From an optimization exercise on the open Yosys and OpenROAD flow, aimed at small area and a short achievable clock period; shortcuts taken in it are not production practice.
Where RTL was checked, it was by simulation tests only, not by an equivalence proof against the original.
For runs 1 to 4, only the layout was checked, not whether the RTL still works.
No run shown here takes its clock network from TritonCTS; it comes from the design's own scripts or RTL.
The clock input has no modelled driver; a real chip could not lean on it and would need a root buffer or a full tree.
Power figures rest on the tool's default switching activity, not on a simulated workload.

==> flow/design.v <==
`timescale 1ns / 1ps
module cmp_l0(input a, input bn, output ng, output np);
    assign ng = ~(a & bn);
    assign np = ~(a | bn);
endmodule
module cmp_l1(input ngh, input nph, input ngl, input npl, output g, output p);
    assign g = ~(ngh & (nph | ngl));
    assign p = ~(nph | npl);
endmodule
module cmp_l2(input gh, input ph, input gl, input pl, output ng, output np);
    assign ng = ~(gh | (ph & gl));
    assign np = ~(ph & pl);
endmodule
module cmp_l3(input ngh, input nph, input ngl, input nforce, output sel);
    assign sel = ~(ngh & (nph | ngl) & nforce);
endmodule
module comparator2(
    input  [7:0] a,
    input  [7:0] bn,          
    input        nforce_a,    
    input        nforce_b,    
    output       sel_a,       
    output       sel_b);      
    wire [7:0] ng0, np0;
    wire [3:0] g1, p1;
    wire [1:0] ng2, np2;
    genvar i;
    generate
        for (i = 0; i < 8; i = i + 1) begin : l0_
            cmp_l0 u(.a(a[i]), .bn(bn[i]), .ng(ng0[i]), .np(np0[i]));
        end
        for (i = 0; i < 4; i = i + 1) begin : l1_
            cmp_l1 u(.ngh(ng0[2*i+1]), .nph(np0[2*i+1]), .ngl(ng0[2*i]), .npl(np0[2*i]),
                     .g(g1[i]), .p(p1[i]));
        end
        for (i = 0; i < 2; i = i + 1) begin : l2_
            cmp_l2 u(.gh(g1[2*i+1]), .ph(p1[2*i+1]), .gl(g1[2*i]), .pl(p1[2*i]),
                     .ng(ng2[i]), .np(np2[i]));
        end
    endgenerate
    cmp_l3 ua(.ngh(ng2[1]), .nph(np2[1]), .ngl(ng2[0]), .nforce(nforce_a), .sel(sel_a));
    cmp_l3 ub(.ngh(ng2[1]), .nph(np2[1]), .ngl(ng2[0]), .nforce(nforce_b), .sel(sel_b));
endmodule
`timescale 1ns / 1ps
module input_mux(
    input  [7:0] pix,
    input  [7:0] nxt,
    input  [7:0] cur,
    input        ce,
    input        c0,
    output [7:0] d);
    assign d = ce ? (c0 ? nxt : pix) : cur;
endmodule
`timescale 1ns / 1ps
module control_logic2(
    input        c0,
    input  [3:0] pc,
    input        pc_last,
    input        r,
    input  [3:0] band,
    input        band_last,
    output       c0_n,
    output [3:0] pc_n,
    output       pc_last_n,
    output       r_n,
    output [3:0] band_n,
    output       band_last_n,
    output       valid_n,         
    output       end_n);          
    localparam NP = 13;
    wire wrap = c0 & pc_last;     
    assign c0_n        = ~c0;
    assign pc_n        = c0 ? (pc_last ? 4'd0 : pc + 4'd1) : pc;
    assign pc_last_n   = c0 ? (pc == NP-2) : pc_last;
    assign r_n         = r ^ wrap;
    assign band_n      = (wrap & r) ? (band_last ? 4'd0 : band + 4'd1) : band;
    assign band_last_n = (wrap & r) ? (band == NP-2) : band_last;
    assign valid_n     = r & c0;
    assign end_n       = r & wrap & band_last;
endmodule
`timescale 1ns / 1ps
module pooler(
    input         clk,
    input         ce,
    input         master_rst,
    input  [7:0]  data_in,
    output [7:0]  data_out,
    output        valid_op,
    output        end_op
    );
    localparam NP = 13;               
    reg        c0;                    
    reg [3:0]  pc;                    
    reg        pc_last;               
    reg        r;                     
    reg [3:0]  band;                  
    reg        band_last;             
    reg        valid_q, end_q;
    reg        shift_q;               
    reg [7:0]  h;
    reg [7:0]  o;
    reg [7:0]  sr [0:NP-2];
    integer    i;
    wire       sel, h_en;
    comparator2 cmp(.a(data_in), .bn(~h), .nforce_a(c0 | r), .nforce_b(~c0 & r),
                    .sel_a(sel), .sel_b(h_en));
    wire [7:0] h_d;
    input_mux hmux(.pix(data_in), .nxt(sr[NP-2]), .cur(h), .ce(ce), .c0(c0), .d(h_d));
    always @(posedge clk) begin
        o <= sel ? data_in : h;
        if (h_en)
            h <= h_d;
        if (shift_q) begin
            for (i = NP-2; i > 0; i = i-1)
                sr[i] <= sr[i-1];
            sr[0] <= o;
        end
    end
    wire       c0_n, pc_last_n, r_n, band_last_n, valid_n, end_n;
    wire [3:0] pc_n, band_n;
    control_logic2 ctl(
        .c0(c0), .pc(pc), .pc_last(pc_last), .r(r), .band(band), .band_last(band_last),
        .c0_n(c0_n), .pc_n(pc_n), .pc_last_n(pc_last_n), .r_n(r_n), .band_n(band_n),
        .band_last_n(band_last_n), .valid_n(valid_n), .end_n(end_n));
    always @(posedge clk) begin
        if (master_rst) begin
            c0 <= 1'b0; pc <= 4'd0; pc_last <= 1'b0; r <= 1'b0;
            band <= 4'd0; band_last <= 1'b0;
            valid_q <= 1'b0; end_q <= 1'b0; shift_q <= 1'b0;
        end else begin
            valid_q <= ce & valid_n;
            end_q   <= ce & end_n;
            shift_q <= ce & c0;
            if (ce) begin
                c0 <= c0_n; pc <= pc_n; pc_last <= pc_last_n; r <= r_n;
                band <= band_n; band_last <= band_last_n;
            end
        end
    end
    assign data_out = o;
    assign valid_op = valid_q;
    assign end_op   = end_q;
endmodule
==> flow/flow/run.sh <==
#!/bin/bash
# Own layout flow: the standard ORFS flow (standard synthesis,
# floorplan, power grid, taps, placement, routing unchanged), except
#  - port buffers of a plain buffer cell instead of a delay cell,
#  - resizing not restricted to the same cell footprint,
#  - the clock tree built by flow/cts.tcl instead of TritonCTS.
# Each tool's output goes to a log of its own in the work folder; ORFS also
# keeps each step's log under orfs/logs.
set -euo pipefail
KNOBS=(MATCH_CELL_FOOTPRINT=0 "BUFFER_PORTS_ARGS=-buffer_cell sky130_fd_sc_hd__buf_2")
bash standard.sh "${KNOBS[@]}" place > flow_place.log 2>&1
export PLATFORM_DIR=$FLOW_HOME/platforms/sky130hd
export RDIR=orfs/results/sky130hd/pooler/base
export DONT_USE="sky130_fd_sc_hd__probe_p_8 sky130_fd_sc_hd__probec_p_8 sky130_fd_sc_hd__lpflow_*"
export NLEAF=${NLEAF:-4} LEAFBUF=${LEAFBUF:-sky130_fd_sc_hd__clkbuf_16} ROOTBUF=${ROOTBUF:-none}
export SETUP_MARGIN=${SETUP_MARGIN:-2.9}
openroad -no_init -exit flow/cts.tcl > flow_cts.log 2>&1
bash standard.sh "${KNOBS[@]}" finish > flow_finish.log 2>&1
==> flow/flow/cts.tcl <==
# Clock tree by hand, in place of TritonCTS (which builds a 16-leaf H-tree
# here): the clock sinks split into NLEAF balanced k-means clusters, one
# LEAFBUF buffer at each cluster's centre, the leaf buffers driven by the
# clock port directly (NLEAF <= 4) or through one ROOTBUF buffer. Then the
# same timing repair as ORFS's cts step, and its two results.
set P $::env(PLATFORM_DIR)
set R $::env(RDIR)
read_db $R/3_place.odb
read_liberty $P/lib/sky130_fd_sc_hd__tt_025C_1v80.lib
read_sdc $R/3_place.sdc
source $P/setRC.tcl
set_dont_use $::env(DONT_USE)

set K $::env(NLEAF)
set LEAF $::env(LEAFBUF)
set ROOT $::env(ROOTBUF)
set db [ord::get_db]
set block [ord::get_db_block]
set clk [$block findNet clk]
set sinks {}
foreach it [$clk getITerms] {
  set bb [[$it getInst] getBBox]
  lappend sinks [list $it [expr {([$bb xMin]+[$bb xMax])/2.0}] [expr {([$bb yMin]+[$bb yMax])/2.0}]]
}
set n [llength $sinks]
puts "clock sinks: $n"
set cx 0; set cy 0
foreach s $sinks { set cx [expr {$cx + [lindex $s 1]}]; set cy [expr {$cy + [lindex $s 2]}] }
set cx [expr {$cx / $n}]; set cy [expr {$cy / $n}]
set sorted [lsort -real -index 3 [lmap s $sinks {list {*}$s [expr {atan2([lindex $s 2]-$cy, [lindex $s 1]-$cx)}]}]]
set cent {}
for {set k 0} {$k < $K} {incr k} {
  set s [lindex $sorted [expr {int(($k + 0.5) * $n / $K)}]]
  lappend cent [list [lindex $s 1] [lindex $s 2]]
}
# balanced k-means: greedy nearest assignment, at most ceil(n/K) per cluster
set cap [expr {int(ceil(double($n) / $K))}]
for {set iter 0} {$iter < 30} {incr iter} {
  set pairs {}
  for {set i 0} {$i < $n} {incr i} {
    set s [lindex $sorted $i]
    for {set k 0} {$k < $K} {incr k} {
      set c [lindex $cent $k]
      lappend pairs [list [expr {abs([lindex $s 1]-[lindex $c 0]) + abs([lindex $s 2]-[lindex $c 1])}] $i $k]
    }
  }
  array unset asg; array unset cnt
  for {set k 0} {$k < $K} {incr k} { set cnt($k) 0 }
  foreach p [lsort -real -index 0 $pairs] {
    lassign $p d i k
    if {[info exists asg($i)] || $cnt($k) >= $cap} continue
    set asg($i) $k; incr cnt($k)
  }
  set new {}
  for {set k 0} {$k < $K} {incr k} {
    set sx 0; set sy 0; set m 0
    for {set i 0} {$i < $n} {incr i} {
      if {$asg($i) == $k} { set s [lindex $sorted $i]; set sx [expr {$sx+[lindex $s 1]}]; set sy [expr {$sy+[lindex $s 2]}]; incr m }
    }
    lappend new [list [expr {$sx/$m}] [expr {$sy/$m}]]
  }
  set cent $new
}
set leafin {}
for {set k 0} {$k < $K} {incr k} {
  set b [odb::dbInst_create $block [$db findMaster $LEAF] "clkbuf_leaf_$k"]
  set c [lindex $cent $k]
  $b setLocation [expr {int([lindex $c 0])}] [expr {int([lindex $c 1])}]
  $b setPlacementStatus PLACED
  set net [odb::dbNet_create $block "clknet_leaf_$k"]
  $net setSigType CLOCK
  [$b findITerm X] connect $net
  for {set i 0} {$i < $n} {incr i} {
    if {$asg($i) == $k} { set it [lindex [lindex $sorted $i] 0]; $it disconnect; $it connect $net }
  }
  lappend leafin [$b findITerm A]
  puts "leaf $k: $cnt($k) sinks at $c"
}
if {$ROOT ne "none"} {
  set sx 0; set sy 0
  foreach c $cent { set sx [expr {$sx+[lindex $c 0]}]; set sy [expr {$sy+[lindex $c 1]}] }
  set b [odb::dbInst_create $block [$db findMaster $ROOT] "clkbuf_root"]
  $b setLocation [expr {int($sx/$K)}] [expr {int($sy/$K)}]
  $b setPlacementStatus PLACED
  set net [odb::dbNet_create $block "clknet_root"]
  $net setSigType CLOCK
  [$b findITerm X] connect $net
  foreach a $leafin { $a connect $net }
  [$b findITerm A] connect $clk
} else {
  foreach a $leafin { $a connect $clk }
}
$clk setSigType CLOCK
global_connect
detailed_placement
set_propagated_clock [all_clocks]
estimate_parasitics -placement
report_clock_latency
puts "after tree: setup [worst_slack -max] hold [worst_slack -min]"
repair_timing -setup_margin $::env(SETUP_MARGIN) -hold_margin 0 -repair_tns 100 -verbose
detailed_placement
check_placement -verbose
estimate_parasitics -placement
puts "after repair: setup [worst_slack -max] hold [worst_slack -min]"
write_db $R/4_1_cts.odb
write_sdc -no_timestamp $R/4_cts.sdc
==> flow/standard.sh <==
#!/bin/bash
# synth_recipe.tcl (not shown) runs the flow's synth.tcl, then flattens the netlist and writes it again
# the make line also repeats each setting of config.mk as NAME=value (left out here)
make -C /OpenROAD-flow-scripts/flow DESIGN_CONFIG=/design/flow/config.mk WORK_HOME=/design/flow/orfs CLKGATE_MAP_FILE= SYNTH_SCRIPT=/design/flow/synth_recipe.tcl "${@:-finish}"
==> flow/config.mk <==
export PLATFORM = sky130hd
export DESIGN_NAME = pooler
export DESIGN_NICKNAME = pooler
export VERILOG_FILES = /design/flow/design.v
export SDC_FILE = /design/flow/constraint.sdc
export NUM_CORES = 4
export LEC_CHECK = 0
export CAP_MARGIN = 20
export CORE_MARGIN = 2
export CORE_UTILIZATION = 40
export SETUP_SLACK_MARGIN = 2.9
export SLEW_MARGIN = 20
export SYNTH_HIERARCHICAL = 1
==> flow/constraint.sdc <==
create_clock -name core_clock -period 4.5 [get_ports {clk}]
set_input_delay 0.9000 -clock core_clock [delete_from_list [all_inputs] [get_ports {clk}]]
set_output_delay 0.9000 -clock core_clock [all_outputs]
set_load 0.01 [all_outputs]
==> impl_metrics.yaml, run 1 <==
timing:
  setup_viol: 0
  layout_min_cycle_time_ns: 1.759
  drv_slew: 0
  tns_ns: 0
  grt_setup_unrepaired: "yes"
  post-route-period-util_pct: 39.08
  fmax_mhz: 568.6
  slew_headroom_pct: 71.32
  finalClockSkew_ns: 0.01232
  finalHoldViolCount: 0
  max_slew.worst_pin.slew_ns: 0.4302
critical_path:
  critPathLaunchType: "input pin"
  critPathArrivalTime_ns: 1.66
  path_max_fanout: 6
  required_ns: 4.40
  end_kind: "flop"
  worstSetupPathType: "input pin to flop"
global_route:
  antenna_found_initial: 0
  grt_pass1_wl_mm: 10.08
  grt_pass1_vias: 2019
  overflow: 0
  grt_util_all_layers_pct: 10.39
  grt_max_degree: 97
route:
  drtIter0Drc: 137
  routedWlPerCell_um: 14.50
  wl_met2_mm: 2.807
  drt-met1-wl_mm: 3.264
  wl_met3_um: 300
  dr.max_layer_used: "met4"
  num_vias: 2118
  wirelength_mm: 6.423
  dr.pass1.iters: 4
  final_antenna_net_count: 0
  remaining_drc_errors: 0
  vias_per_cell: 4.781
final_layout:
  area_growth_syn_to_layout_pct: 15.53
  fillers: 911
  nets: 319
  drive_gt1_share_pct: 27.72
  instances_no_fill: 443
  diodes: 0
  multi_input_area_um2: 974.7
  register_area_um2: 3602
min_path:
  hp-class: "flop to flop"
clock_tree:
  clk_pin_slew_ns: 0.11
  insertion_delay_ns: 0.17
power_and_ir_drop:
  p_int_mw: 1.538
  cellPowerDensity_nw_per_um2: 365.9
  pwr-share-seq_pct: 69.6
  p_sw_share_pct: 19.49
  p_leak_nw: 1.855
  combPwrFrac_pct: 7.8
  peakVddDrop_uv: 228.3
  clock_power_share_pct: 22.5
  p_sw_uw: 372.4
synthesis:
  synth_nets: 288
  yosysWarnings: 9
  syn_avg_cell_area_um2: 16.49
  netlist_area_um2: 4519
  postSynthCellCount: 274
placed_design:
  gp_congestion: 0.7247
  place_hpwl_mm: 3.730
  port_buffers: 20
  placed_cells: 427
floorplan:
  io_pins: 21
  die-area_um2: 12170
  core.rowCount: 38
  die_w_um: 110.3
  core_um2: 10940
  fp.dieH_um: 110.3
  start_util_pct: 41.33
flow_run:
  cap_viol_max_count: 0
run_status:
  status: "timing/DRC/antenna clean"
critical path, stage by stage:
cell,delay [ns]
buf_6,0.10
nor2_4,0.04
o21ai_2,0.19
a21oi_4,0.06
o211ai_4,0.21
buf_12,0.15
metal layers:
layer | up-vias | GRT usage [%]
met3 | 4 | 1.764
met5 | - | 0
met1 | 1036 | 15.83
met4 | 0 | 0.8036
li1 | 1061 | -
met2 | 17 | 16.43
final timing paths:
kind	end	slack [ns]	cells after the start	start
hold reg to reg	sr[6][7]	0.42	0	sr[5][7]
hold / removal	sr[6][7]	0.42	0	sr[5][7]
setup / recovery	h[1]	2.74	6	data_in[3]
setup reg to reg	h[1]	2.98	6	h[3]
registers in the layout (all words and copies together), names as in the netlist, 4 cells and up:
name,cells
pc,4
o,8
h,8
sr,96
band,4
cells in the final DEF (no fill, tap or decap), types with 8 or more instances in the layout:
cell type,n
a21oi_1,8
buf_2,8
buf_6,11
dfxtp_1,12
dfxtp_2,9
edfxtp_1,104
inv_1,11
mux2i_1,22
nand2_1,8
nor2_1,23
through the flow:
stage	worst slack [ns]	total power, mW	hold slack (ns)	util, %	area [um^2]
after floorplan	2.713	1.426	0.4003	-	4581
after global placement	2.367	1.459	0.4044	43.82	4792
after detailed placement	2.244	1.462	0.4045	43.82	4792
after global routing	2.713	1.983	0.4358	47.75	5221
final	2.741	1.911	0.4163	47.75	5221
power groups by stage:
| stage | Combinational, mW | Clock [mW] | Sequential, mW |
|---|---|---|---|
| finish | 0.150 | 0.430 | 1.33 |
| detailed placement | 0.0969 | 0 | 1.37 |
| global route | 0.162 | 0.484 | 1.34 |
| global placement | 0.0936 | 0 | 1.37 |
| floorplan | 0.0704 | 0 | 1.36 |
area by class of cell:
cell class | count | area share [%]
multi-input combinational | 128 | 18.67
buffer | 4 | 1.917
tap | 140 | 3.355
sequential | 127 | 68.99
inverter | 12 | 0.8627
timing repair buffer | 32 | 6.207
==> inputs of run 2 (changes only) <==
--- a/flow/flow/run.sh
+++ b/flow/flow/run.sh
@@ -15,3 +15,3 @@
 export NLEAF=${NLEAF:-4} LEAFBUF=${LEAFBUF:-sky130_fd_sc_hd__clkbuf_16} ROOTBUF=${ROOTBUF:-none}
-export SETUP_MARGIN=${SETUP_MARGIN:-2.9}
+export SETUP_MARGIN=${SETUP_MARGIN:-2.6}
 openroad -no_init -exit flow/cts.tcl > flow_cts.log 2>&1
--- a/flow/config.mk
+++ b/flow/config.mk
@@ -10,3 +10,3 @@
 export CORE_UTILIZATION = 40
-export SETUP_SLACK_MARGIN = 2.9
+export SETUP_SLACK_MARGIN = 2.6
 export SLEW_MARGIN = 20
==> run 2 against run 1 <==
Against the previous run: wire length down 2.2%; clock skew up 0.0019 ns; core utilization decreased by 2.6 points; combinational power fell by 25%; first-iteration DRC count is 14% higher; final cell count fell by 1.8%; global-route usage up 0.31 points; register-to-register slack worse by 0.19 ns; synthesized area unchanged; worst setup slack worse by 0.086 ns; via count is 0.71% lower; sequential power barely moved.
==> impl_metrics.yaml, run 2 <==
placed_design:
  place_hpwl_mm: 3.741
  place_ws_ns: 2.112
  port_buffers: 20
  gp_congestion: 0.7516
  place_area_um2: 4748
global_route:
  antenna_found_initial: 1
  overflow: 0
  grt_max_degree: 52
  grt_util_all_layers_pct: 10.70
  grt_pass1_vias: 2011
  grt_pass1_wl_mm: 10.29
final_layout:
  mostFrequentLayoutCells: "edfxtp_1 (104), nor2_1 (27), mux2i_1 (22)"
  final_area_um2: 4942
  top_register: "sr"
  area_growth_syn_to_layout_pct: 9.358
  fillers: 959
  mostFrequentLayoutCell: "edfxtp_1"
  largest_reg_flops: 96
  largest_registers: "sr (96), h (8), o (8)"
  nets: 311
  diodes: 0
  drive_gt1_share_pct: 17.97
power_and_ir_drop:
  peakVddDrop_uv: 298.8
  p_leak_nw: 1.755
  cellPowerDensity_nw_per_um2: 381.3
critical_path:
  r2r_start: "c0"
  rr_worst_depth: 6
  required_ns: 4.57
  cpPeakStageDelay_ns: 0.27
  cp_slowest_cell: "o211ai_4"
  cpMostUsedCell: "buf_6"
  path_max_fanout: 6
  critPathLaunchType: "input pin"
  path_cells: "buf_4 -> nor2_2 -> o21ai_2 -> a21oi_2 -> buf_6 -> o211ai_4 -> buf_6 -> o21ai_0"
  worstSetupPathType: "input pin to flop"
  r2r_slack_ns: 2.79
  critPathArrivalTime_ns: 1.92
  reg2reg_to: "band[3]"
  end_kind: "flop"
synthesis:
  synth_nets: 288
  syn_avg_cell_area_um2: 16.49
  yosysWarnings: 9
  netlist_area_um2: 4519
  postSynthCellCount: 274
timing:
  setup_viol: 0
  fmax_mhz: 542.2
  tns_ns: 0
  finalHoldWorstSlack_ns: 0.4214
  finalWorstSetupSlack_ns: 2.656
  layout_min_cycle_time_ns: 1.844
  finalHoldViolCount: 0
  finalClockSkew_ns: 0.01426
  drv_slew: 0
  grt_setup_unrepaired: "yes"
  max_slew.worst_pin.slew_ns: 0.6632
  post-route-period-util_pct: 40.99
  slew_headroom_pct: 55.79
clock_tree:
  insertion_delay_ns: 0.18
  clk_pin_slew_ns: 0.11
route:
  final_antenna_net_count: 0
  vias_per_cell: 4.834
  num_vias: 2103
  remaining_drc_errors: 0
  wirelength_mm: 6.284
  drtIter0Drc: 156
  routedWlPerCell_um: 14.45
  dr.pass1.iters: 4
floorplan:
  core.rowCount: 38
  die-area_um2: 12170
  die_w_um: 110.3
  core_um2: 10940
  io_pins: 21
  start_util_pct: 41.33
  fp.dieH_um: 110.3
flow_run:
  cap_viol_max_count: 0
min_path:
  hold-path-endpoint: "sr[3][5]"
  min-delay-start: "sr[2][5]"
  hp-class: "flop to flop"
  whs_path_depth: 0
run_status:
  status: "timing/DRC/antenna clean"
-- run 2: power breakdown --
| group | internal [mW] | switching, mW |
|---|---|---|
| logic | 0.0457 | 0.0667 |
| clock network | 0.166 | 0.274 |
| registers | 1.30 | 0.0274 |
| total | 1.52 | 0.368 |
-- run 2: layout make-up --
class                           instances  area, um^2  share of cell area, %
Sequential cell                       127        3591                  72.66
Multi-Input combinational cell        128       875.8                  17.72
Tap cell                              140       175.2                  3.544
Timing Repair Buffer                   24       155.1                  3.139
Buffer                                  4       100.1                  2.025
Inverter                               12       45.04                 0.9114
-- run 2: how the worst max path moves through the flow --
stage	startpoint	to	slack (ns)	cells after the start
6_report	data_in[1]	o[1]	2.66	8
5_1_grt	data_in[1]	o[5]	2.59	9
3_5_place_dp	data_in[7]	o[4]	2.11	6
3_3_place_gp	data_in[7]	o[7]	2.14	6
2_1_floorplan	data_in[7]	h[0]	2.64	4
-- run 2: critical path, delay by kind of cell --
kind                   cells  cell delay [ns]
AO/OA/AOI/OAI              4             0.55
buffers and inverters      3             0.41
AND/OR/NAND/NOR            1             0.04
-- run 2: metrics by stage --
stage | std cells | util [%] | total power [mW]
after global routing | 435 | 45.19 | 1.961
final | 435 | 45.19 | 1.885
after global placement | 428 | 43.42 | 1.453
after floorplan | 274 | - | 1.418
after detailed placement | 428 | 43.42 | 1.454
-- run 2: metal layers --
| layer | track usage, % | routed length, um |
|---|---|---|
| met2 | 16.91 | 2775 |
| met1 | 16.52 | 3194 |
| met5 | 0 | 7 |
| met3 | 1.587 | 253 |
| met4 | 0.7143 | 53 |
==> inputs of run 3 (changes only) <==
--- a/flow/flow/run.sh
+++ b/flow/flow/run.sh
@@ -15,3 +15,3 @@
 export NLEAF=${NLEAF:-4} LEAFBUF=${LEAFBUF:-sky130_fd_sc_hd__clkbuf_16} ROOTBUF=${ROOTBUF:-none}
-export SETUP_MARGIN=${SETUP_MARGIN:-2.6}
+export SETUP_MARGIN=${SETUP_MARGIN:-2.75}
 openroad -no_init -exit flow/cts.tcl > flow_cts.log 2>&1
--- a/flow/config.mk
+++ b/flow/config.mk
@@ -10,3 +10,3 @@
 export CORE_UTILIZATION = 40
-export SETUP_SLACK_MARGIN = 2.6
+export SETUP_SLACK_MARGIN = 2.75
 export SLEW_MARGIN = 20
==> run 3 against run 2 <==
Against the previous run: clock power fell by 2%; synthesized area is the same; sequential share of layout area is 2.6 points lower; still clean; worst setup slack better by 0.070 ns; die area is the same; critical path depth decreased by 2; flip-flop and latch count did not move; maximum frequency grew 3.9%; largest power group unchanged; power is 0.60% higher; combinational power increased by about 20%; final cell count increased by 0.69%; wire length up 1.0%.
==> impl_metrics.yaml, run 3 <==
final_layout:
  largest_registers: "sr (96), h (8), o (8)"
  instances_no_fill: 438
  final_area_um2: 5129
  area_growth_syn_to_layout_pct: 13.48
  largest_reg_flops: 96
  drive_gt1_share_pct: 23.15
  final_util_pct: 46.90
  diodes: 0
  mostFrequentLayoutCell: "edfxtp_1"
  mostFrequentLayoutCells: "edfxtp_1 (104), nor2_1 (23), mux2i_1 (22)"
  top_register: "sr"
  nets: 314
  fillers: 914
route:
  wirelength_mm: 6.347
  remaining_drc_errors: 0
  dr.pass1.iters: 4
  num_vias: 2084
  routedWlPerCell_um: 14.49
  final_antenna_net_count: 0
  drtIter0Drc: 87
  vias_per_cell: 4.758
floorplan:
  fp.dieH_um: 110.3
  core_um2: 10940
  die-area_um2: 12170
  start_util_pct: 41.33
  core.rowCount: 38
  io_pins: 21
  die_w_um: 110.3
min_path:
  min-delay-start: "sr[5][7]"
  whs_path_depth: 0
  hold-path-endpoint: "sr[6][7]"
  hp-class: "flop to flop"
power_and_ir_drop:
  clock_power_share_pct: 22.7
  combPwrFrac_pct: 7.1
  p_int_mw: 1.526
  p_sw_share_pct: 19.51
  pwr-share-seq_pct: 70.2
  peakVddDrop_uv: 219.7
  p_leak_nw: 1.812
  p_sw_uw: 369.9
  cellPowerDensity_nw_per_um2: 369.7
  p_total_mw: 1.896
flow_run:
  cap_viol_max_count: 0
critical_path:
  path_max_fanout: 6
  worstSetupPathType: "input pin to flop"
  critPathBufInv: 2
  cpPeakStageDelay_ns: 0.23
  r2r_start: "c0"
  reg2reg_to: "band[3]"
  required_ns: 4.40
  rr_worst_depth: 6
  r2r_slack_ns: 2.93
  critical-path-top-delay-family: "simple AND/OR/NAND/NOR gates"
  critPathArrivalTime_ns: 1.67
  cp_slowest_cell: "o211ai_4"
  cpMostUsedCell: "nor2_4"
  cp-startpoint: "data_in[7]"
  path_cells: "buf_8 -> nor2_4 -> nor2_4 -> nand2_4 -> o211ai_4 -> buf_12"
  end_kind: "flop"
  critPathLaunchType: "input pin"
run_status:
  status: "timing/DRC/antenna clean"
timing:
  drv_slew: 0
  finalClockSkew_ns: 0.008022
  setup_viol: 0
  max_slew.worst_pin.slew_ns: 0.4304
  layout_min_cycle_time_ns: 1.775
  slew_headroom_pct: 71.31
  post-route-period-util_pct: 39.44
  tns_ns: 0
  fmax_mhz: 563.4
  finalWorstSetupSlack_ns: 2.725
  finalHoldViolCount: 0
  grt_setup_unrepaired: "yes"
  finalHoldWorstSlack_ns: 0.4223
placed_design:
  placed_cells: 427
  port_buffers: 20
  place_ws_ns: 2.244
  gp_congestion: 0.7247
  place_area_um2: 4792
  place_hpwl_mm: 3.730
synthesis:
  synth_nets: 288
  syn_avg_cell_area_um2: 16.49
  postSynthCellCount: 274
  netlist_area_um2: 4519
  yosysWarnings: 9
clock_tree:
  clk_pin_slew_ns: 0.11
  insertion_delay_ns: 0.17
global_route:
  grt_pass1_wl_mm: 9.922
  grt_pass1_vias: 1984
  antenna_found_initial: 0
  overflow: 0
  grt_util_all_layers_pct: 10.26
  grt_max_degree: 97
[run 3: worst reg2reg max path: stages, from the launching register on]
cell and delay (ns):
dfxtp_4 0.52, and2_2 0.19, ha_2 0.28, nand2b_4 0.08, o311ai_2 0.24, mux2i_1 0.11
nor2_1 0.09
[run 3: routing by layer]
metal  global-route usage (%)  wire length [um]
met1                    15.56              3230
met2                    16.04              2757
met3                    1.822               276
met4                    1.250                82
met5                        0                 0
[run 3: how the worst max path moves through the flow]
stage               cells after the start  slack (ns)   end
global route                            6        2.69  h[1]
global placement                        6        2.37  o[1]
floorplan                               7        2.71  o[0]
detailed placement                      6        2.24  o[3]
finish                                  6        2.73  h[1]
[run 3: final cells by class]
type / instances / area, um^2 / share of cell area [%]
multi-input cells: 128 / 968.4 / 18.88
plain buffers: 4 / 100.1 / 1.952
flip-flops and latches: 127 / 3591 / 70.02
inverters: 12 / 45.04 / 0.8783
repair buffers: 27 / 249.0 / 4.855
well taps: 140 / 175.2 / 3.415
[run 3: power by group through the flow]
| stage | Combinational, mW | Clock, mW | Sequential, mW |
|---|---|---|---|
| 5_1_grt | 0.146 | 0.484 | 1.34 |
| 3_5_place_dp | 0.0969 | 0 | 1.37 |
| 3_3_place_gp | 0.0936 | 0 | 1.37 |
| 2_1_floorplan | 0.0704 | 0 | 1.36 |
| 6_report | 0.134 | 0.430 | 1.33 |
==> inputs of run 4 (changes only) <==
--- a/flow/flow/run.sh
+++ b/flow/flow/run.sh
@@ -14,4 +14,4 @@
 export DONT_USE="sky130_fd_sc_hd__probe_p_8 sky130_fd_sc_hd__probec_p_8 sky130_fd_sc_hd__lpflow_*"
-export NLEAF=${NLEAF:-4} LEAFBUF=${LEAFBUF:-sky130_fd_sc_hd__clkbuf_16} ROOTBUF=${ROOTBUF:-none}
-export SETUP_MARGIN=${SETUP_MARGIN:-2.75}
+export NLEAF=${NLEAF:-4} LEAFBUF=${LEAFBUF:-sky130_fd_sc_hd__clkbuf_16} ROOTBUF=${ROOTBUF:-sky130_fd_sc_hd__clkbuf_16}
+export SETUP_MARGIN=${SETUP_MARGIN:-2.9}
 openroad -no_init -exit flow/cts.tcl > flow_cts.log 2>&1
--- a/flow/config.mk
+++ b/flow/config.mk
@@ -10,3 +10,3 @@
 export CORE_UTILIZATION = 40
-export SETUP_SLACK_MARGIN = 2.75
+export SETUP_SLACK_MARGIN = 2.9
 export SLEW_MARGIN = 20
==> run 4 against run 3 <==
Against the previous run: final cell count up 1.1%; core utilization up 2.0 points; register-to-register slack better by 0.02 ns; highest routed layer unchanged; worst setup slack better by 0.037 ns; die area unchanged.
==> impl_metrics.yaml, run 4 <==
run_status:
  status: "timing/DRC/antenna clean"
synthesis:
  synth_nets: 288
  yosysWarnings: 9
  netlist_area_um2: 4519
  syn_avg_cell_area_um2: 16.49
  postSynthCellCount: 274
placed_design:
  place_hpwl_mm: 3.730
  port_buffers: 20
  gp_congestion: 0.7247
final_layout:
  mostFrequentLayoutCell: "edfxtp_1"
  largest_registers: "sr (96), h (8), o (8)"
  area_growth_syn_to_layout_pct: 18.27
  drive_gt1_share_pct: 30.69
  top_register: "sr"
  final_util_pct: 48.88
  fillers: 895
  mostFrequentLayoutCells: "edfxtp_1 (104), mux2i_1 (22), nor2_1 (21)"
  largest_reg_flops: 96
  nets: 319
  diodes: 0
global_route:
  grt_util_met1_pct: 15.60
  grt_pass1_vias: 2016
  grtUsageMet2_pct: 16.17
  grt_busiest_layer: "met2"
  grt_pass1_wl_mm: 10.05
  grt_util_all_layers_pct: 10.40
  overflow: 0
  antenna_found_initial: 0
  grt_max_degree: 97
  use_met3_pct: 1.764
power_and_ir_drop:
  p_leak_nw: 1.894
  p_total_mw: 2.016
  cellPowerDensity_nw_per_um2: 377.2
  peakVddDrop_uv: 225.3
timing:
  layout_min_cycle_time_ns: 1.738
  post-route-period-util_pct: 38.63
  fmax_mhz: 575.3
  grt_setup_unrepaired: "yes"
  finalHoldViolCount: 0
  setup_viol: 0
  max_slew.worst_pin.slew_ns: 0.4324
  finalClockSkew_ns: 0.007777
  drv_slew: 0
  slew_headroom_pct: 71.17
  tns_ns: 0
critical_path:
  critPathBufInv: 1
  cpPeakStageDelay_ns: 0.38
  critical-path-top-delay-family: "flip-flops"
  end_kind: "output pin"
  path_cells: "buf_6"
  critPathArrivalTime_ns: 0.84
  required_ns: 3.60
  path_max_fanout: 2
  cp_slowest_cell: "dfxtp_4"
  worstSetupPathType: "flop to output pin"
  critPathLaunchType: "flop"
floorplan:
  io_pins: 21
  start_util_pct: 41.33
  die-area_um2: 12170
  die_w_um: 110.3
  core.rowCount: 38
  core_um2: 10940
  fp.dieH_um: 110.3
clock_tree:
  insertion_delay_ns: 0.34
  clk_pin_slew_ns: 0.11
route:
  num_vias: 2137
  routedWlPerCell_um: 14.84
  final_antenna_net_count: 0
  wirelength_mm: 6.573
  vias_per_cell: 4.824
  dr.pass1.iters: 4
  drtIter0Drc: 104
  remaining_drc_errors: 0
min_path:
  hp-class: "flop to flop"
flow_run:
  cap_viol_max_count: 0
-- run 4: path summary, 6_finish.rpt --
| check | slack (ns) | cells past startpoint | start | to |
|---|---|---|---|---|
| min | 0.43 | 0 | sr[5][7] | sr[6][7] |
| max | 2.76 | 1 | o[1] | data_out[1] |
| max reg2reg | 2.95 | 6 | h[7] | h[1] |
| min reg2reg | 0.43 | 0 | sr[5][7] | sr[6][7] |
-- run 4: metal layers --
metal  vias to the layer above  wire length, um  part of all wire (%)
li1                       1062                -                     -
met1                      1037             3279                    50
met2                        27             2826                    43
met3                        11              323                   4.9
met4                         0              144                   2.2
met5                         -                0                     0
-- run 4: through the flow --
stage | cells | setup slack [ns] | cell area [um^2] | hold WS (ns)
after detailed placement | 427 | 2.244 | 4792 | 0.4045
final | 443 | 2.762 | 5345 | 0.4261
after global placement | 427 | 2.367 | 4792 | 0.4044
after global routing | 443 | 2.736 | 5345 | 0.4359
after floorplan | 274 | 2.713 | 4581 | 0.4003
-- run 4: area by class of cell --
class | count | area [um^2] | share of cell area (%)
timing repair buffer | 31 | 376.6 | 7.046
sequential | 127 | 3610 | 67.53
tap | 140 | 175.2 | 3.277
inverter | 12 | 45.04 | 0.8427
multi-input combinational | 128 | 1013 | 18.96
buffer | 5 | 125.1 | 2.341
-- run 4: report_power, final --
part / internal (mW) / switching (mW) / total, mW
logic: 0.0790 / 0.0901 / 0.169
clock network: 0.203 / 0.312 / 0.515
registers: 1.31 / 0.0247 / 1.33
==> inputs of run 5 (changes only) <==
==> flow/design.v (replaced) <==
`timescale 1ns / 1ps
module cmp_l0(input a, input bn, output ng, output np);
    assign ng = ~(a & bn);
    assign np = ~(a | bn);
endmodule
module cmp_l1(input ngh, input nph, input ngl, input npl, output g, output p);
    assign g = ~(ngh & (nph | ngl));
    assign p = ~(nph | npl);
endmodule
module cmp_l2(input gh, input ph, input gl, input pl, output ng, output np);
    assign ng = ~(gh | (ph & gl));
    assign np = ~(ph & pl);
endmodule
module cmp_l3(input ngh, input nph, input ngl, input nforce, output sel);
    assign sel = ~(ngh & (nph | ngl) & nforce);
endmodule
module comparator2(
    input  [7:0] a,
    input  [7:0] bn,          
    input        nforce,      
    output       sel_a,       
    output       sel_b);
    wire [7:0] ng0, np0;
    wire [3:0] g1, p1;
    wire [1:0] ng2, np2;
    genvar i;
    generate
        for (i = 0; i < 8; i = i + 1) begin : l0_
            cmp_l0 u(.a(a[i]), .bn(bn[i]), .ng(ng0[i]), .np(np0[i]));
        end
        for (i = 0; i < 4; i = i + 1) begin : l1_
            cmp_l1 u(.ngh(ng0[2*i+1]), .nph(np0[2*i+1]), .ngl(ng0[2*i]), .npl(np0[2*i]),
                     .g(g1[i]), .p(p1[i]));
        end
        for (i = 0; i < 2; i = i + 1) begin : l2_
            cmp_l2 u(.gh(g1[2*i+1]), .ph(p1[2*i+1]), .gl(g1[2*i]), .pl(p1[2*i]),
                     .ng(ng2[i]), .np(np2[i]));
        end
    endgenerate
    cmp_l3 ua(.ngh(ng2[1]), .nph(np2[1]), .ngl(ng2[0]), .nforce(nforce), .sel(sel_a));
    cmp_l3 ub(.ngh(ng2[1]), .nph(np2[1]), .ngl(ng2[0]), .nforce(nforce), .sel(sel_b));
endmodule
`timescale 1ns / 1ps
module pooler(
    input         clk,
    input         ce,
    input         master_rst,
    input  [7:0]  data_in,
    output [7:0]  data_out,
    output        valid_op,
    output        end_op
    );
    localparam NP = 13;               
    reg        c0;                    
    reg [3:0]  pc;                    
    reg        pc_last;               
    reg        r;                     
    reg [3:0]  band;                  
    reg        band_last;             
    reg        valid_q, end_q;
    reg        shift_q;               
    reg [7:0]  h;
    reg [7:0]  o;
    reg [7:0]  sr [0:NP-2];
    integer    i;
    wire       sel, sel_e;            
    comparator2 cmp(.a(data_in), .bn(~h), .nforce(c0 | r), .sel_a(sel), .sel_b(sel_e));
    always @(posedge clk) begin
        o <= sel ? data_in : h;
        if (ce && c0)
            h <= sr[NP-2];
        else if (ce && sel_e)
            h <= data_in;
        if (shift_q) begin
            for (i = NP-2; i > 0; i = i-1)
                sr[i] <= sr[i-1];
            sr[0] <= o;
        end
    end
    always @(posedge clk) begin
        if (master_rst) begin
            c0 <= 1'b0; pc <= 4'd0; pc_last <= 1'b0; r <= 1'b0;
            band <= 4'd0; band_last <= 1'b0;
            valid_q <= 1'b0; end_q <= 1'b0; shift_q <= 1'b0;
        end else begin
            valid_q <= ce & r & c0;
            end_q   <= ce & r & c0 & pc_last & band_last;
            shift_q <= ce & c0;
            if (ce) begin
                c0 <= ~c0;
                if (c0) begin
                    pc      <= pc_last ? 4'd0 : pc + 4'd1;
                    pc_last <= (pc == NP-2);
                    if (pc_last) begin
                        r <= ~r;
                        if (r) begin
                            band      <= band_last ? 4'd0 : band + 4'd1;
                            band_last <= (band == NP-2);
                        end
                    end
                end
            end
        end
    end
    assign data_out = o;
    assign valid_op = valid_q;
    assign end_op   = end_q;
endmodule
--- a/flow/flow/run.sh
+++ b/flow/flow/run.sh
@@ -14,4 +14,4 @@
 export DONT_USE="sky130_fd_sc_hd__probe_p_8 sky130_fd_sc_hd__probec_p_8 sky130_fd_sc_hd__lpflow_*"
-export NLEAF=${NLEAF:-4} LEAFBUF=${LEAFBUF:-sky130_fd_sc_hd__clkbuf_16} ROOTBUF=${ROOTBUF:-sky130_fd_sc_hd__clkbuf_16}
-export SETUP_MARGIN=${SETUP_MARGIN:-2.9}
+export NLEAF=${NLEAF:-4} LEAFBUF=${LEAFBUF:-sky130_fd_sc_hd__clkbuf_16} ROOTBUF=${ROOTBUF:-none}
+export SETUP_MARGIN=${SETUP_MARGIN:-2.8}
 openroad -no_init -exit flow/cts.tcl > flow_cts.log 2>&1
--- a/flow/config.mk
+++ b/flow/config.mk
@@ -10,3 +10,3 @@
 export CORE_UTILIZATION = 40
-export SETUP_SLACK_MARGIN = 2.9
+export SETUP_SLACK_MARGIN = 2.8
 export SLEW_MARGIN = 20
==> run 5 against run 4 <==
Against the previous run: final cell count decreased by 8.1%; critical path type is now input pin to flop; flip-flop and latch count unchanged; clock power decreased by 16%; still clean on timing, DRC and antenna; largest power group unchanged.
==> impl_metrics.yaml, run 5 <==
run_status:
  status: "timing/DRC/antenna clean"
critical_path:
  required_ns: 4.38
  path_max_fanout: 8
  critPathBufInv: 1
  end_kind: "flop"
  worstSetupPathType: "input pin to flop"
  critPathLaunchType: "input pin"
  cpPeakStageDelay_ns: 0.22
  cp_slowest_cell: "o21a_4"
  path_cells: "buf_8 -> nand2_2 -> o21ai_2 -> a21oi_4 -> o211ai_2 -> o21a_4"
  r2r_slack_ns: 2.90
  critical-path-top-delay-family: "compound AO/OA/AOI/OAI gates"
  critPathArrivalTime_ns: 1.70
global_route:
  grt_pass1_wl_mm: 9.673
  grt_pass1_vias: 1871
  grt_util_all_layers_pct: 10.21
  overflow: 0
  antenna_found_initial: 0
  grt_max_degree: 59
route:
  remaining_drc_errors: 0
  wirelength_mm: 5.934
  drtIter0Drc: 114
  routedWlPerCell_um: 14.58
  dr.pass1.iters: 4
  vias_per_cell: 4.845
  final_antenna_net_count: 0
  num_vias: 1972
synthesis:
  postSynthCellCount: 244
  syn_avg_cell_area_um2: 17.61
  synth_nets: 257
  yosysWarnings: 8
  netlist_area_um2: 4297
timing:
  fmax_mhz: 550.1
  grt_setup_unrepaired: "yes"
  setup_viol: 0
  slew_headroom_pct: 63.25
  finalClockSkew_ns: 0.01335
  max_slew.worst_pin.slew_ns: 0.5504
  tns_ns: 0
  post-route-period-util_pct: 40.39
  finalHoldViolCount: 0
  layout_min_cycle_time_ns: 1.818
  drv_slew: 0
  finalHoldWorstSlack_ns: 0.4288
final_layout:
  area_growth_syn_to_layout_pct: 13.89
  drive_gt1_share_pct: 27.68
  largest_reg_flops: 96
  nets: 286
  diodes: 0
  final_area_um2: 4893
  multi_input_area_um2: 765.7
  mostFrequentLayoutCells: "edfxtp_1 (104), dfxtp_1 (22), nand2_1 (16)"
  top_register: "sr"
  mostFrequentLayoutCell: "edfxtp_1"
  final_util_pct: 47.19
  register_area_um2: 3587
  fillers: 894
  largest_registers: "sr (96), h (8), o (8)"
placed_design:
  place_hpwl_mm: 3.343
  gp_congestion: 0.7017
  port_buffers: 20
  place_area_um2: 4586
floorplan:
  fp.dieH_um: 107.6
  core.rowCount: 37
  die-area_um2: 11590
  core_um2: 10370
  die_w_um: 107.6
  start_util_pct: 41.43
  io_pins: 21
flow_run:
  cap_viol_max_count: 0
power_and_ir_drop:
  cellPowerDensity_nw_per_um2: 383.0
  peakVddDrop_uv: 213.0
  p_leak_nw: 1.629
  p_total_mw: 1.874
clock_tree:
  insertion_delay_ns: 0.17
  clk_pin_slew_ns: 0.11
min_path:
  hp-class: "flop to flop"
-- run 5: final timing paths --
kind	depth (start not counted)	to	startpoint
worst max register to register	3	pc[2]	c0
worst min-delay path	0	sr[5][5]	sr[4][5]
worst min register to register	0	sr[5][5]	sr[4][5]
worst max-delay path	6	h[7]	data_in[0]
-- run 5: stage by stage --
stage               instances  worst slack [ns]
finish                    407             2.682
global route              407             2.636
detailed placement        395             2.190
global placement          395             2.212
floorplan                 244             2.676
-- run 5: worst reg2reg max path, stage by stage, from the launching register on --
cell and delay (ns):
dfxtp_1 0.69, nand2_8 0.20, or3b_2 0.48, a21oi_1 0.16
-- run 5: routing by layer --
metal,track usage (%),share of wire (%),vias to the layer above
li1,-,-,955
met1,16.54,51,996
met2,15.54,45,17
met3,0.7869,3.0,4
met4,1.190,0.88,0
met5,0,0,-
-- run 5: report_power, final --
| part | switching [mW] | internal, mW |
|---|---|---|
| Sequential | 0.0243 | 1.31 |
| Combinational | 0.0630 | 0.0481 |
| Clock | 0.267 | 0.166 |
| Total | 0.355 | 1.52 |
-- run 5: layout make-up --
class                   instances  share of cell area [%]
plain buffers                   4                   2.046
flip-flops and latches        127                   73.31
inverters                       8                  0.6137
repair buffers                 29                   4.909
multi-input cells             103                   15.65
well taps                     136                   3.477
==> inputs of run 6 (changes only) <==
--- a/flow/flow/run.sh
+++ b/flow/flow/run.sh
@@ -14,4 +14,4 @@
 export DONT_USE="sky130_fd_sc_hd__probe_p_8 sky130_fd_sc_hd__probec_p_8 sky130_fd_sc_hd__lpflow_*"
-export NLEAF=${NLEAF:-4} LEAFBUF=${LEAFBUF:-sky130_fd_sc_hd__clkbuf_16} ROOTBUF=${ROOTBUF:-none}
-export SETUP_MARGIN=${SETUP_MARGIN:-2.8}
+export NLEAF=${NLEAF:-4} LEAFBUF=${LEAFBUF:-sky130_fd_sc_hd__clkbuf_16} ROOTBUF=${ROOTBUF:-sky130_fd_sc_hd__clkbuf_16}
+export SETUP_MARGIN=${SETUP_MARGIN:-3.0}
 openroad -no_init -exit flow/cts.tcl > flow_cts.log 2>&1
==> run 6 against run 5 <==
Against the previous run: still clean; final cell count increased by 0.49%; clock skew decreased by 0.0014 ns; sequential share of layout area decreased by 1.1 points; synthesized cell count unchanged; critical path type is now flop to output pin.
==> impl_metrics.yaml, run 6 <==
final_layout:
  largest_registers: "sr (96), h (8), o (8)"
  mostFrequentLayoutCell: "edfxtp_1"
  top_register: "sr"
  final_util_pct: 48.21
  mostFrequentLayoutCells: "edfxtp_1 (104), nand2_1 (22), buf_6 (13)"
  diodes: 0
  area_growth_syn_to_layout_pct: 16.37
  instances_no_fill: 409
  drive_gt1_share_pct: 28.57
  largest_reg_flops: 96
  nets: 288
critical_path:
  path_max_fanout: 2
  critical-path-top-delay-family: "flip-flops"
  cpPeakStageDelay_ns: 0.38
  reg2reg_to: "h[7]"
  critPathArrivalTime_ns: 0.83
  critPathLaunchType: "flop"
  r2r_start: "h[5]"
  path_cells: "buf_6"
  critPathBufInv: 1
  cp_slowest_cell: "dfxtp_4"
  rr_worst_depth: 6
  r2r_slack_ns: 2.95
  cp-startpoint: "o[4]"
  required_ns: 3.60
  worstSetupPathType: "flop to output pin"
  end_kind: "output pin"
min_path:
  hold-path-endpoint: "sr[5][5]"
  hp-class: "flop to flop"
  whs_path_depth: 0
  min-delay-start: "sr[4][5]"
power_and_ir_drop:
  p_sw_share_pct: 20.12
  clock_power_share_pct: 25.9
  cellPowerDensity_nw_per_um2: 392.6
  peakVddDrop_uv: 212.3
  pwr-share-seq_pct: 67.8
  p_leak_nw: 1.677
  p_sw_uw: 395.0
  p_int_mw: 1.568
  combPwrFrac_pct: 6.3
route:
  wirelength_mm: 6.265
  remaining_drc_errors: 0
  routedWlPerCell_um: 15.32
  num_vias: 1996
  final_antenna_net_count: 0
  dr.pass1.iters: 4
  vias_per_cell: 4.880
  drtIter0Drc: 92
placed_design:
  place_ws_ns: 2.190
  placed_cells: 395
  port_buffers: 20
  gp_congestion: 0.7017
  place_hpwl_mm: 3.343
synthesis:
  synth_nets: 257
  yosysWarnings: 8
  netlist_area_um2: 4297
  syn_avg_cell_area_um2: 17.61
  postSynthCellCount: 244
timing:
  slew_headroom_pct: 73.49
  drv_slew: 0
  grt_setup_unrepaired: "yes"
  setup_viol: 0
  finalHoldViolCount: 0
  finalWorstSetupSlack_ns: 2.766
  fmax_mhz: 576.7
  max_slew.worst_pin.slew_ns: 0.3976
  finalClockSkew_ns: 0.01194
  post-route-period-util_pct: 38.53
  layout_min_cycle_time_ns: 1.734
  tns_ns: 0
global_route:
  overflow: 0
  grt_pass1_vias: 1952
  antenna_found_initial: 1
  grt_pass1_wl_mm: 10.14
  grt_util_all_layers_pct: 10.81
  grt_max_degree: 59
floorplan:
  fp.dieH_um: 107.6
  die_w_um: 107.6
  die-area_um2: 11590
  core.rowCount: 37
  core_um2: 10370
  io_pins: 21
  start_util_pct: 41.43
flow_run:
  cap_viol_max_count: 0
clock_tree:
  insertion_delay_ns: 0.33
  clk_pin_slew_ns: 0.11
run_status:
  status: "timing/DRC/antenna clean"
## run 6: final cells by class
cell class / instances / area [um^2]
Inverter: 8 / 30.03
Tap cell: 136 / 170.2
Buffer: 5 / 125.1
Fill cell: 885 / 5370
Timing Repair Buffer: 30 / 314.1
Sequential cell: 127 / 3610
Multi-Input combinational cell: 103 / 750.7
## run 6: stage by stage
step / power (mW) / instance area [um^2] / hold WS (ns)
2_1_floorplan: 1.413 / 4369 / 0.4003
3_3_place_gp: 1.441 / 4586 / 0.4038
3_5_place_dp: 1.443 / 4586 / 0.4045
5_1_grt: 2.042 / 5000 / 0.4370
6_report: 1.963 / 5000 / 0.4308
## run 6: metal layers
metal	GRT usage, %	wire [um]	vias to the layer above
met3	1.453	196	10
met4	1.557	89	2
met5	0	8	-
li1	-	-	958
met2	16.94	2862	20
met1	16.54	3109	1006
## run 6: worst register-to-register path, stage by stage (launching register included)
cell and delay (ns):
edfxtp_1 0.37, inv_1 0.15, nor2_4 0.07, nor2_2 0.16, nand2_4 0.08, o211ai_2 0.19
o21a_4 0.23
## run 6: power by group through the flow
stage                     Sequential, mW  Clock (mW)  Combinational (mW)
after floorplan                     1.35           0              0.0590
after global placement              1.36           0              0.0856
after detailed placement            1.36           0              0.0871
after global routing                1.34       0.571               0.135
final                               1.33       0.508               0.124
## run 6: worst max-delay path by stage
stage,endpoint,slack [ns],cells past startpoint
2_1_floorplan,band[2],2.68,4
3_3_place_gp,o[0],2.21,6
3_5_place_dp,o[0],2.19,6
5_1_grt,data_out[4],2.73,1
6_report,data_out[4],2.77,1
==> inputs of run 7 (changes only) <==
--- a/flow/flow/run.sh
+++ b/flow/flow/run.sh
@@ -15,3 +15,3 @@
 export NLEAF=${NLEAF:-4} LEAFBUF=${LEAFBUF:-sky130_fd_sc_hd__clkbuf_16} ROOTBUF=${ROOTBUF:-sky130_fd_sc_hd__clkbuf_16}
-export SETUP_MARGIN=${SETUP_MARGIN:-3.0}
+export SETUP_MARGIN=${SETUP_MARGIN:-2.8}
 openroad -no_init -exit flow/cts.tcl > flow_cts.log 2>&1
--- a/flow/config.mk
+++ b/flow/config.mk
@@ -9,3 +9,3 @@
 export CORE_MARGIN = 2
-export CORE_UTILIZATION = 40
+export CORE_UTILIZATION = 60
 export SETUP_SLACK_MARGIN = 2.8
==> run 7 against run 6 <==
Against the previous run: largest cell class unchanged; synthesized area unchanged; global-route usage up 3.3 points; largest power group unchanged; sequential power about the same; core utilization up 23 points; worst setup slack better by 0.014 ns; still clean.
==> impl_metrics.yaml, run 7 <==
critical_path:
  critPathArrivalTime_ns: 0.82
  critPathLaunchType: "flop"
  critical-path-top-delay-family: "flip-flops"
  end_kind: "output pin"
  cpPeakStageDelay_ns: 0.38
  critPathBufInv: 1
  path_cells: "buf_6"
  required_ns: 3.60
  cp_slowest_cell: "dfxtp_2"
  path_max_fanout: 2
  worstSetupPathType: "flop to output pin"
power_and_ir_drop:
  p_leak_nw: 1.631
  peakVddDrop_uv: 304.9
  cellPowerDensity_nw_per_um2: 400.2
timing:
  tns_ns: 0
  drv_slew: 0
  grt_setup_unrepaired: "yes"
  post-route-period-util_pct: 38.22
  finalClockSkew_ns: 0.01204
  max_slew.worst_pin.slew_ns: 0.5045
  layout_min_cycle_time_ns: 1.720
  finalHoldViolCount: 0
  slew_headroom_pct: 66.36
  setup_viol: 0
  finalHoldWorstSlack_ns: 0.4213
  fmax_mhz: 581.4
route:
  remaining_drc_errors: 0
  drtIter0Drc: 68
  routedWlPerCell_um: 15.69
  num_vias: 1940
  dr.pass1.iters: 4
  vias_per_cell: 5.344
  final_antenna_net_count: 0
  wirelength_mm: 5.694
final_layout:
  multi_input_area_um2: 744.5
  final_area_um2: 4866
  top_register: "sr"
  largest_registers: "sr (96), h (8), o (8)"
  final_util_pct: 70.84
  register_area_um2: 3601
  diodes: 0
  largest_reg_flops: 96
  mostFrequentLayoutCell: "edfxtp_1"
  instances_no_fill: 363
  mostFrequentLayoutCells: "edfxtp_1 (104), nand2_1 (22), buf_6 (12)"
  nets: 282
  drive_gt1_share_pct: 26.97
  fillers: 460
  area_growth_syn_to_layout_pct: 13.25
floorplan:
  core.rowCount: 30
  start_util_pct: 62.55
  die-area_um2: 7854
  die_w_um: 88.62
  io_pins: 21
  fp.dieH_um: 88.62
  core_um2: 6869
run_status:
  status: "timing/DRC/antenna clean"
synthesis:
  netlist_area_um2: 4297
  syn_avg_cell_area_um2: 17.61
  synth_nets: 257
  yosysWarnings: 8
  postSynthCellCount: 244
clock_tree:
  clk_pin_slew_ns: 0.11
  insertion_delay_ns: 0.33
placed_design:
  place_hpwl_mm: 3.346
  gp_congestion: 0.7781
  placed_cells: 355
  place_area_um2: 4536
  port_buffers: 20
flow_run:
  cap_viol_max_count: 0
global_route:
  grt_pass1_vias: 1705
  overflow: 0
  grt_max_degree: 61
  grt_util_all_layers_pct: 14.12
  grt_pass1_wl_mm: 8.597
  antenna_found_initial: 0
min_path:
  hp-class: "flop to flop"
[run 7: layout make-up]
cell class | count | share of cell area, %
flip-flops and latches | 127 | 74.00
multi-input cells | 103 | 15.30
plain buffers | 5 | 2.571
inverters | 8 | 0.6171
well taps | 96 | 2.468
repair buffers | 24 | 5.040
[run 7: path summary, 6_finish.rpt]
path	startpoint	to	slack, ns	cells after the start
min	sr[10][1]	sr[11][1]	0.42	0
max	o[0]	data_out[0]	2.78	1
max reg2reg	shift_q	sr[7][6]	2.94	1
min reg2reg	sr[10][1]	sr[11][1]	0.42	0
[run 7: per-stage QoR]
step           power [mW]  setup WS [ns]
2_1_floorplan       1.413          2.676
3_3_place_gp        1.442          2.307
3_5_place_dp        1.443          2.258
5_1_grt             2.016          2.746
6_report            1.948          2.780
[run 7: report_power, final]
part	internal [mW]	total, mW	switching, mW
Sequential	1.31	1.33	0.0253
Clock	0.203	0.500	0.297
Combinational	0.0525	0.114	0.0617
Total	1.56	1.95	0.384
[run 7: layer usage]
layer | routed length, um | track usage, %
met1 | 3014 | 23.57
met2 | 2451 | 21.10
met3 | 152 | 1.586
met4 | 75 | 1.653
met5 | 0 | 0
==> inputs of run 8 (changes only) <==
--- a/flow/config.mk
+++ b/flow/config.mk
@@ -9,3 +9,3 @@
 export CORE_MARGIN = 2
-export CORE_UTILIZATION = 60
+export CORE_UTILIZATION = 40
 export SETUP_SLACK_MARGIN = 2.8
==> run 8 against run 7 <==
Against the previous run: design area is 0.21% higher; combinational power fell by 6%; core utilization shrank 24 points; clock skew barely moved.
==> impl_metrics.yaml, run 8 <==
global_route:
  grt_pass1_wl_mm: 9.729
  antenna_found_initial: 0
  grt_pass1_vias: 1854
  grt_util_all_layers_pct: 10.30
  grt_max_degree: 59
  overflow: 0
final_layout:
  multi_input_area_um2: 720.7
  final_util_pct: 47.02
  largest_reg_flops: 96
  diodes: 0
  largest_registers: "sr (96), h (8), o (8)"
  mostFrequentLayoutCells: "edfxtp_1 (104), nand2_1 (23), dfxtp_1 (13)"
  top_register: "sr"
  mostFrequentLayoutCell: "edfxtp_1"
  drive_gt1_share_pct: 26.22
  nets: 282
  fillers: 890
  register_area_um2: 3608
  area_growth_syn_to_layout_pct: 13.48
critical_path:
  cp-endpoint: "data_out[4]"
  end_kind: "output pin"
  rr_worst_depth: 3
  r2r_slack_ns: 2.92
  reg2reg_to: "pc[2]"
  required_ns: 3.60
  cp_slowest_cell: "dfxtp_4"
  critical-path-top-delay-family: "flip-flops"
  r2r_start: "c0"
  critPathBufInv: 1
  path_cells: "buf_6"
  cp.depth: 1
  cpPeakStageDelay_ns: 0.38
  cp-startpoint: "o[4]"
  worstSetupPathType: "flop to output pin"
  path_max_fanout: 2
  critPathArrivalTime_ns: 0.83
  critPathLaunchType: "flop"
floorplan:
  fp.dieH_um: 107.6
  die-area_um2: 11590
  start_util_pct: 41.43
  core_um2: 10370
  die_w_um: 107.6
  io_pins: 21
  core.rowCount: 37
route:
  dr.pass1.iters: 4
  num_vias: 1949
  vias_per_cell: 4.836
  routedWlPerCell_um: 14.83
  wirelength_mm: 5.978
  remaining_drc_errors: 0
  drtIter0Drc: 91
  final_antenna_net_count: 0
timing:
  tns_ns: 0
  fmax_mhz: 576.6
  finalWorstSetupSlack_ns: 2.766
  setup_viol: 0
  grt_setup_unrepaired: "yes"
  layout_min_cycle_time_ns: 1.734
  drv_slew: 0
  max_slew.worst_pin.slew_ns: 0.5095
  post-route-period-util_pct: 38.54
  finalClockSkew_ns: 0.01195
  slew_headroom_pct: 66.03
  finalHoldViolCount: 0
placed_design:
  place_ws_ns: 2.190
  gp_congestion: 0.7017
  place_hpwl_mm: 3.343
  port_buffers: 20
clock_tree:
  insertion_delay_ns: 0.34
  clk_pin_slew_ns: 0.11
power_and_ir_drop:
  peakVddDrop_uv: 212.2
  cellPowerDensity_nw_per_um2: 399.5
  p_leak_nw: 1.625
  p_total_mw: 1.948
flow_run:
  cap_viol_max_count: 0
synthesis:
  synth_nets: 257
  postSynthCellCount: 244
  syn_avg_cell_area_um2: 17.61
  yosysWarnings: 8
  netlist_area_um2: 4297
min_path:
  min-delay-start: "sr[5][0]"
  hp-class: "flop to flop"
run_status:
  status: "timing/DRC/antenna clean"
-- run 8: changes by cell type in the layout (fill, tap and decap cells not counted), moves of 2 or more --
cell     before  now
buf_2         3    8
dfxtp_1      11   13
buf_4         6    2
dfxtp_4       1    5
dfxtp_2      11    5
-- run 8: layout make-up --
| type | count | area share (%) |
|---|---|---|
| buffer | 5 | 2.566 |
| inverter | 8 | 0.6159 |
| sequential | 127 | 74.01 |
| tap | 136 | 3.490 |
| timing repair buffer | 24 | 4.542 |
| multi-input combinational | 103 | 14.78 |
-- run 8: worst min-delay path by stage --
stage / to / slack (ns) / cells past startpoint
2_1_floorplan: sr[10][0] / 0.40 / 0
3_3_place_gp: sr[3][2] / 0.40 / 0
3_5_place_dp: sr[11][5] / 0.40 / 0
5_1_grt: sr[11][7] / 0.44 / 0
6_report: sr[6][0] / 0.43 / 0
-- run 8: power by group --
| group | switching (mW) | total (mW) | internal, mW | leakage [nW] |
|---|---|---|---|---|
| registers | 0.0254 | 1.33 | 1.31 | 1.14 |
| logic | 0.0588 | 0.107 | 0.0486 | 0.422 |
| clock network | 0.304 | 0.508 | 0.203 | 0.0616 |
-- run 8: metal layers --
metal	wire, um	global-route usage (%)	up-vias
met1	3079	16.50	973
met5	0	0	-
met2	2646	15.54	22
met4	85	1.465	0
li1	-	-	946
met3	167	1.090	8
-- run 8: metrics by stage --
step | instance area, um^2 | hold WS [ns] | cells
5_1_grt | 4876 | 0.4370 | 403
3_5_place_dp | 4586 | 0.4045 | 395
2_1_floorplan | 4369 | 0.4003 | 244
3_3_place_gp | 4586 | 0.4038 | 395
6_report | 4876 | 0.4305 | 403
==> inputs of run 9 (changes only) <==
--- a/flow/flow/run.sh
+++ b/flow/flow/run.sh
@@ -17,2 +17,2 @@
 openroad -no_init -exit flow/cts.tcl > flow_cts.log 2>&1
-bash standard.sh "${KNOBS[@]}" finish > flow_finish.log 2>&1
+bash standard.sh "${KNOBS[@]}" SETUP_SLACK_MARGIN=3.0 finish > flow_finish.log 2>&1
==> run 9 against run 8 <==
Against the previous run: still clean; synthesized area unchanged; die area is the same; global-route usage stayed put; first-iteration DRC count down 3.3%; core utilization is 1.6 points higher; design area grew 3.4%; flip-flop and latch count is the same; critical path depth unchanged.
==> impl_metrics.yaml, run 9 <==
timing:
  finalClockSkew_ns: 0.01297
  slew_headroom_pct: 73.38
  setup_viol: 0
  fmax_mhz: 575.8
  tns_ns: 0
  drv_slew: 0
  max_slew.worst_pin.slew_ns: 0.3993
  finalHoldViolCount: 0
  grt_setup_unrepaired: "yes"
  layout_min_cycle_time_ns: 1.737
  post-route-period-util_pct: 38.59
clock_tree:
  insertion_delay_ns: 0.34
  clk_pin_slew_ns: 0.12
critical_path:
  cp-endpoint: "data_out[4]"
  end_kind: "output pin"
  r2r_start: "h[6]"
  required_ns: 3.60
  r2r_slack_ns: 2.98
  critical-path-top-delay-family: "flip-flops"
  path_cells: "buf_6"
  critPathBufInv: 1
  reg2reg_to: "o[0]"
  rr_worst_depth: 6
  cp.depth: 1
  path_max_fanout: 2
  cp_slowest_cell: "dfxtp_4"
  critPathLaunchType: "flop"
  worstSetupPathType: "flop to output pin"
  cpPeakStageDelay_ns: 0.38
  cp-startpoint: "o[4]"
  critPathArrivalTime_ns: 0.84
final_layout:
  multi_input_area_um2: 775.7
  nets: 290
  area_growth_syn_to_layout_pct: 17.36
  largest_reg_flops: 96
  top_register: "sr"
  fillers: 882
  diodes: 0
  final_area_um2: 5042
  largest_registers: "sr (96), h (8), o (8)"
  drive_gt1_share_pct: 32.73
  instances_no_fill: 411
  mostFrequentLayoutCells: "edfxtp_1 (104), nand2_1 (18), buf_6 (12)"
  mostFrequentLayoutCell: "edfxtp_1"
  register_area_um2: 3611
  final_util_pct: 48.62
power_and_ir_drop:
  clock_power_share_pct: 25.9
  p_sw_share_pct: 20.23
  cellPowerDensity_nw_per_um2: 390.2
  p_total_mw: 1.967
  p_sw_uw: 398.0
  p_leak_nw: 1.685
  peakVddDrop_uv: 212.6
  pwr-share-seq_pct: 67.7
  p_int_mw: 1.569
  combPwrFrac_pct: 6.4
synthesis:
  netlist_area_um2: 4297
  postSynthCellCount: 244
  synth_nets: 257
  yosysWarnings: 8
  syn_avg_cell_area_um2: 17.61
global_route:
  grt_util_all_layers_pct: 10.30
  grt_pass1_wl_mm: 9.729
  grt_max_degree: 59
  grt_pass1_vias: 1854
  antenna_found_initial: 0
  overflow: 0
placed_design:
  placed_cells: 395
  port_buffers: 20
  place_area_um2: 4586
  place_hpwl_mm: 3.343
  gp_congestion: 0.7017
route:
  drtIter0Drc: 88
  remaining_drc_errors: 0
  wirelength_mm: 6.302
  vias_per_cell: 4.895
  dr.pass1.iters: 4
  final_antenna_net_count: 0
  routedWlPerCell_um: 15.33
  num_vias: 2012
floorplan:
  die_w_um: 107.6
  fp.dieH_um: 107.6
  core.rowCount: 37
  io_pins: 21
  core_um2: 10370
  start_util_pct: 41.43
  die-area_um2: 11590
flow_run:
  cap_viol_max_count: 0
min_path:
  hp-class: "flop to flop"
run_status:
  status: "timing/DRC/antenna clean"
## run 9: per-layer routing
layer	GRT usage (%)	share of wire, %
met1	16.50	50
met4	1.465	1.4
met2	15.54	45
met3	1.090	2.8
met5	0	0
## run 9: power groups by stage
stage,clock (mW),combinational [mW],sequential [mW]
2_1_floorplan,0,0.0590,1.35
3_3_place_gp,0,0.0856,1.36
3_5_place_dp,0,0.0871,1.36
5_1_grt,0.571,0.137,1.34
6_report,0.510,0.126,1.33
## run 9: final cells by class
cell class	count	area share (%)
sequential	127	71.61
buffer	5	2.481
multi-input combinational	103	15.38
timing repair buffer	32	6.551
tap	136	3.375
inverter	8	0.5955
## run 9: through the flow
step                      hold slack (ns)  worst slack, ns
after floorplan                    0.4003            2.676
final                              0.4306            2.763
after global placement             0.4038            2.212
after detailed placement           0.4045            2.190
after global routing               0.4370            2.734
## run 9: worst min-delay path by stage
stage,startpoint,to,depth (start not counted)
3_3_place_gp,sr[2][2],sr[3][2],0
5_1_grt,sr[10][7],sr[11][7],0
2_1_floorplan,sr[9][0],sr[10][0],0
3_5_place_dp,sr[10][5],sr[11][5],0
6_report,sr[5][0],sr[6][0],0

static timing again, ports no longer ideal:
The results above use ideal ports. As a check the final layouts listed here were re-extracted and re-timed, cells and wires unchanged. Step 1 (the two cells are an assumption about what drives the block):
set clk [get_ports {clk}]
set_driving_cell -lib_cell sky130_fd_sc_hd__clkbuf_16 $clk
set_driving_cell -lib_cell sky130_fd_sc_hd__buf_2 [delete_from_list [all_inputs] $clk]
Step 2 adds t to the input delays and takes it off the output delays; t is the mean of the earliest and latest rising clock arrival at the registers after step 1. Input paths then give back, and output paths get back, about the clock's delay inside the block. a / b / c = ideal / step 1 / step 2; a / b = the first two.
run | t, ns | setup slack, ns | hold WS [ns]
run 1 | 0.245 | 2.741 / 2.750 / 2.504 | 0.416 / 0.416 / 0.416
run 2 | 0.248 | 2.656 / 2.685 / 2.436 | 0.421 / 0.421 / 0.421
run 3 | 0.246 | 2.725 / 2.743 / 2.497 | 0.422 / 0.422 / 0.422
run 4 | 0.375 | 2.762 / 2.725 / 2.489 | 0.426 / 0.426 / 0.426
run 5 | 0.243 | 2.682 / 2.697 / 2.454 | 0.429 / 0.429 / 0.429
run 6 | 0.364 | 2.766 / 2.731 / 2.435 | 0.431 / 0.431 / 0.431
run 7 | 0.358 | 2.780 / 2.748 / 2.452 | 0.421 / 0.421 / 0.421
run 8 | 0.364 | 2.766 / 2.731 / 2.420 | 0.430 / 0.430 / 0.430
run 9 | 0.366 | 2.763 / 2.728 / 2.404 | 0.431 / 0.431 / 0.431
After both steps every run listed still meets setup and hold. For run 9, which loses most, drivers alone change the setup slack by -0.035 ns; drivers and shift together by -0.359 ns.
